What follows belongs to an exercise in optimizing a design on an open flow for small area, a short achievable clock period and few clock cycles per item; a production flow would make more cautious choices.
No driver is modelled on the clock port, so clocking that relies on it looks cheaper here than on a real chip.
Power and IR drop assume default switching activity.

==> module benes8_in, before the edit <==
module benes8_in(
    input  [23:0] i_req,
    output [3:1]  o_s,
    output [8:0]  o_e0,
    output        o_b3,
    output [5:0]  o_d1
);
wire [2:0] dst [0:7];
wire [1:0] D   [0:7];
genvar gi;
generate
    for (gi = 0; gi < 8; gi = gi + 1) begin : g_in
        assign dst[gi] = i_req[3*gi +: 3];
        assign D[gi]   = i_req[3*gi+1 +: 2];
    end
endgenerate
wire e02 = D[0] == D[2], e04 = D[0] == D[4], e05 = D[0] == D[5];
wire e13 = D[1] == D[3], e14 = D[1] == D[4], e15 = D[1] == D[5], e17 = D[1] == D[7];
wire e24 = D[2] == D[4], e25 = D[2] == D[5], e27 = D[2] == D[7];
wire e34 = D[3] == D[4], e35 = D[3] == D[5], e37 = D[3] == D[7];
wire e47 = D[4] == D[7], e57 = D[5] == D[7];
wire s1 = e13 | e02 | (e15 & e34) | (e14 & e35) | (e25 & e04) | (e24 & e05);
wire s2_0 = e04 | e15 | e24 | e35;
wire s2_1 = e04 | e15 | e34 | e25;
wire s3_0 = e17 | e37 | (e47 & s2_0) | (e57 & ~s2_0);
wire s3_1 = e17 | e27 | (e47 & s2_1) | (e57 & ~s2_1);
wire s2 = s1 ? s2_1 : s2_0;
wire s3 = s1 ? s3_1 : s3_0;
wire [4:0] pass2 = s2 ? {D[4], dst[5]} : {D[5], dst[4]};
assign o_s     = {s3, s2, s1};
assign o_e0    = {pass2[2:0], s1 ? dst[3] : dst[2], dst[0]};
assign o_d1    = {pass2[4:3], s1 ? D[2] : D[3], D[1]};
assign o_b3    = s3 ? dst[7][0] : dst[6][0];
endmodule
==> module benes8_out, before the edit <==
module benes8_out(
    input  [3:1] i_s,
    input  [8:0] i_e0,
    input        i_b3,
    input  [5:0] i_d1,
    output [19:0] o_grant
);
wire [5:0] g0, g1;
wire [3:0] z0, z1, z2, z3;
wire [3:0] y0, y1, y2, y3;
benes4_route u_sub0 (
    .d  ({i_e0[8:7], i_e0[5:4], i_e0[2:1]}),
    .g  (g0), .z0 (z0), .z1 (z1), .z2 (z2), .z3 (z3)
);
benes4_route u_sub1 (
    .d  (i_d1),
    .g  (g1), .z0 (y0), .z1 (y1), .z2 (y2), .z3 (y3)
);
wire [2:0] c = {i_e0[6], i_e0[3], i_e0[0]} ^ {3{i_b3}};
wire [3:0] go;
assign go[0] = i_b3 ^ |(z0[2:0] & c);
assign go[1] = i_b3 ^ |(z1[2:0] & c);
assign go[2] = i_b3 ^ |(z2[2:0] & c);
assign go[3] = i_b3 ^ |(z3[2:0] & c);
assign o_grant = {go, i_s, 1'b0, g1, g0};
endmodule
clock: 19.0 ns
lec_check: 0
cap_margin: 20
core_area: 2 2 64 64
die_area: 0 0 66 66
slew_margin: 20
standard.sh (not shown) runs the stock make flow with config.mk's settings and CLKGATE_MAP_FILE= SYNTH_SCRIPT=/design/flow/synth_recipe.tcl, a recipe that flattens the netlist after the stock synthesis.
==> flow/flow/run.sh <==
#!/bin/bash
set -euo pipefail
cd "$(dirname "$0")/.."
W=$(pwd)
{ head -n 1 synth_recipe.tcl; cat flow/abc_override.tcl; tail -n +2 synth_recipe.tcl; } > own_synth.tcl
sed "s#SYNTH_SCRIPT=[^ ]*#SYNTH_SCRIPT=$W/own_synth.tcl#" standard.sh > own_standard.sh
grep -q "SYNTH_SCRIPT=$W/own_synth.tcl" own_standard.sh
export OWN_ABC_SCRIPT=$W/flow/abc.script
export BUFFER_PORTS_ARGS="-buffer_cell sky130_fd_sc_hd__buf_2"
export POST_GLOBAL_PLACE_TCL=$W/flow/outbuf.tcl
export POST_CTS_TCL=$W/flow/size.tcl
export CTS_ARGS="-sink_clustering_enable -repair_clock_nets -buf_list {sky130_fd_sc_hd__clkbuf_4} -root_buf sky130_fd_sc_hd__clkbuf_4 -dont_use_dummy_load"
bash own_standard.sh > flow.log 2>&1
Other scripts of this flow, unchanged in this note and not shown: flow/flow/abc.script, flow/flow/abc_override.tcl, flow/flow/outbuf.tcl, flow/flow/size.tcl
Next try:
--- a/flow/design.v
+++ b/flow/design.v
@@ -73,13 +73,15 @@
 wire s2_0 = e04 | e15 | e24 | e35;
 wire s2_1 = e04 | e15 | e34 | e25;
 wire s3_0 = e17 | e37 | (e47 & s2_0) | (e57 & ~s2_0);
 wire s3_1 = e17 | e27 | (e47 & s2_1) | (e57 & ~s2_1);
 wire s2 = s1 ? s2_1 : s2_0;
 wire s3 = s1 ? s3_1 : s3_0;
-wire [4:0] pass2 = s2 ? {D[4], dst[5]} : {D[5], dst[4]};
+wire [4:0] pass2_0 = s2_0 ? {D[4], dst[5]} : {D[5], dst[4]};
+wire [4:0] pass2_1 = s2_1 ? {D[4], dst[5]} : {D[5], dst[4]};
+wire [4:0] pass2   = s1 ? pass2_1 : pass2_0;
 assign o_s     = {s3, s2, s1};
 assign o_e0    = {pass2[2:0], s1 ? dst[3] : dst[2], dst[0]};
 assign o_d1    = {pass2[4:3], s1 ? D[2] : D[3], D[1]};
 assign o_b3    = s3 ? dst[7][0] : dst[6][0];
 endmodule
 module benes4_route(
@@ -122,14 +124,14 @@
     .g  (g0), .z0 (z0), .z1 (z1), .z2 (z2), .z3 (z3)
 );
 benes4_route u_sub1 (
     .d  (i_d1),
     .g  (g1), .z0 (y0), .z1 (y1), .z2 (y2), .z3 (y3)
 );
-wire [2:0] c = {i_e0[6], i_e0[3], i_e0[0]} ^ {3{i_b3}};
+wire [3:0] b = {i_b3, i_e0[6], i_e0[3], i_e0[0]};
 wire [3:0] go;
-assign go[0] = i_b3 ^ |(z0[2:0] & c);
-assign go[1] = i_b3 ^ |(z1[2:0] & c);
-assign go[2] = i_b3 ^ |(z2[2:0] & c);
-assign go[3] = i_b3 ^ |(z3[2:0] & c);
+assign go[0] = |(z0 & b);
+assign go[1] = |(z1 & b);
+assign go[2] = |(z2 & b);
+assign go[3] = |(z3 & b);
 assign o_grant = {go, i_s, 1'b0, g1, g0};
 endmodule
Outcome: The new run produced a clean layout. Setup slack gains 0.19 ns. Wire length rose by 12%. Total power barely changes. Worst hold slack gains 0.028 ns. Cell area rose by 6.2%. Combinational power fell by about 3%. Cell count rose by 6.0%. Core utilization rose by 2.5 points.
No functional check of the RTL was part of any run of this note.

==> what the ideal ports hide <==
In the flow no input, the clock included, has a driving cell. The finished layouts below were timed again as built, in two steps. Step 1 (the two cells are an assumption about what drives the block):
set clk [get_ports {i_clk}]
set_driving_cell -lib_cell sky130_fd_sc_hd__clkbuf_16 $clk
set_driving_cell -lib_cell sky130_fd_sc_hd__buf_2 [delete_from_list [all_inputs] $clk]
Step 2 moves the port delays by t, midway between the first and last clock arrival at a register: inputs arrive t later, outputs are due t later. That takes back most of the time a late clock gives input paths. a / b / c = ideal / step 1 / step 2; a / b = the first two.
| run | shift t [ns] | slack for setup (ns) | latest minus earliest clock arrival (ns) |
|---|---|---|---|
| the first run | 0.306 | 13.565 / 13.541 / 13.289 | 0.022 / 0.023 |
| the second run | 0.304 | 13.756 / 13.752 / 13.452 | 0.011 / 0.011 |
After both steps setup and hold are still met in every run listed. The setup slack of the second run, which loses most, moves by -0.004 ns with the drivers and by -0.304 ns with both steps.
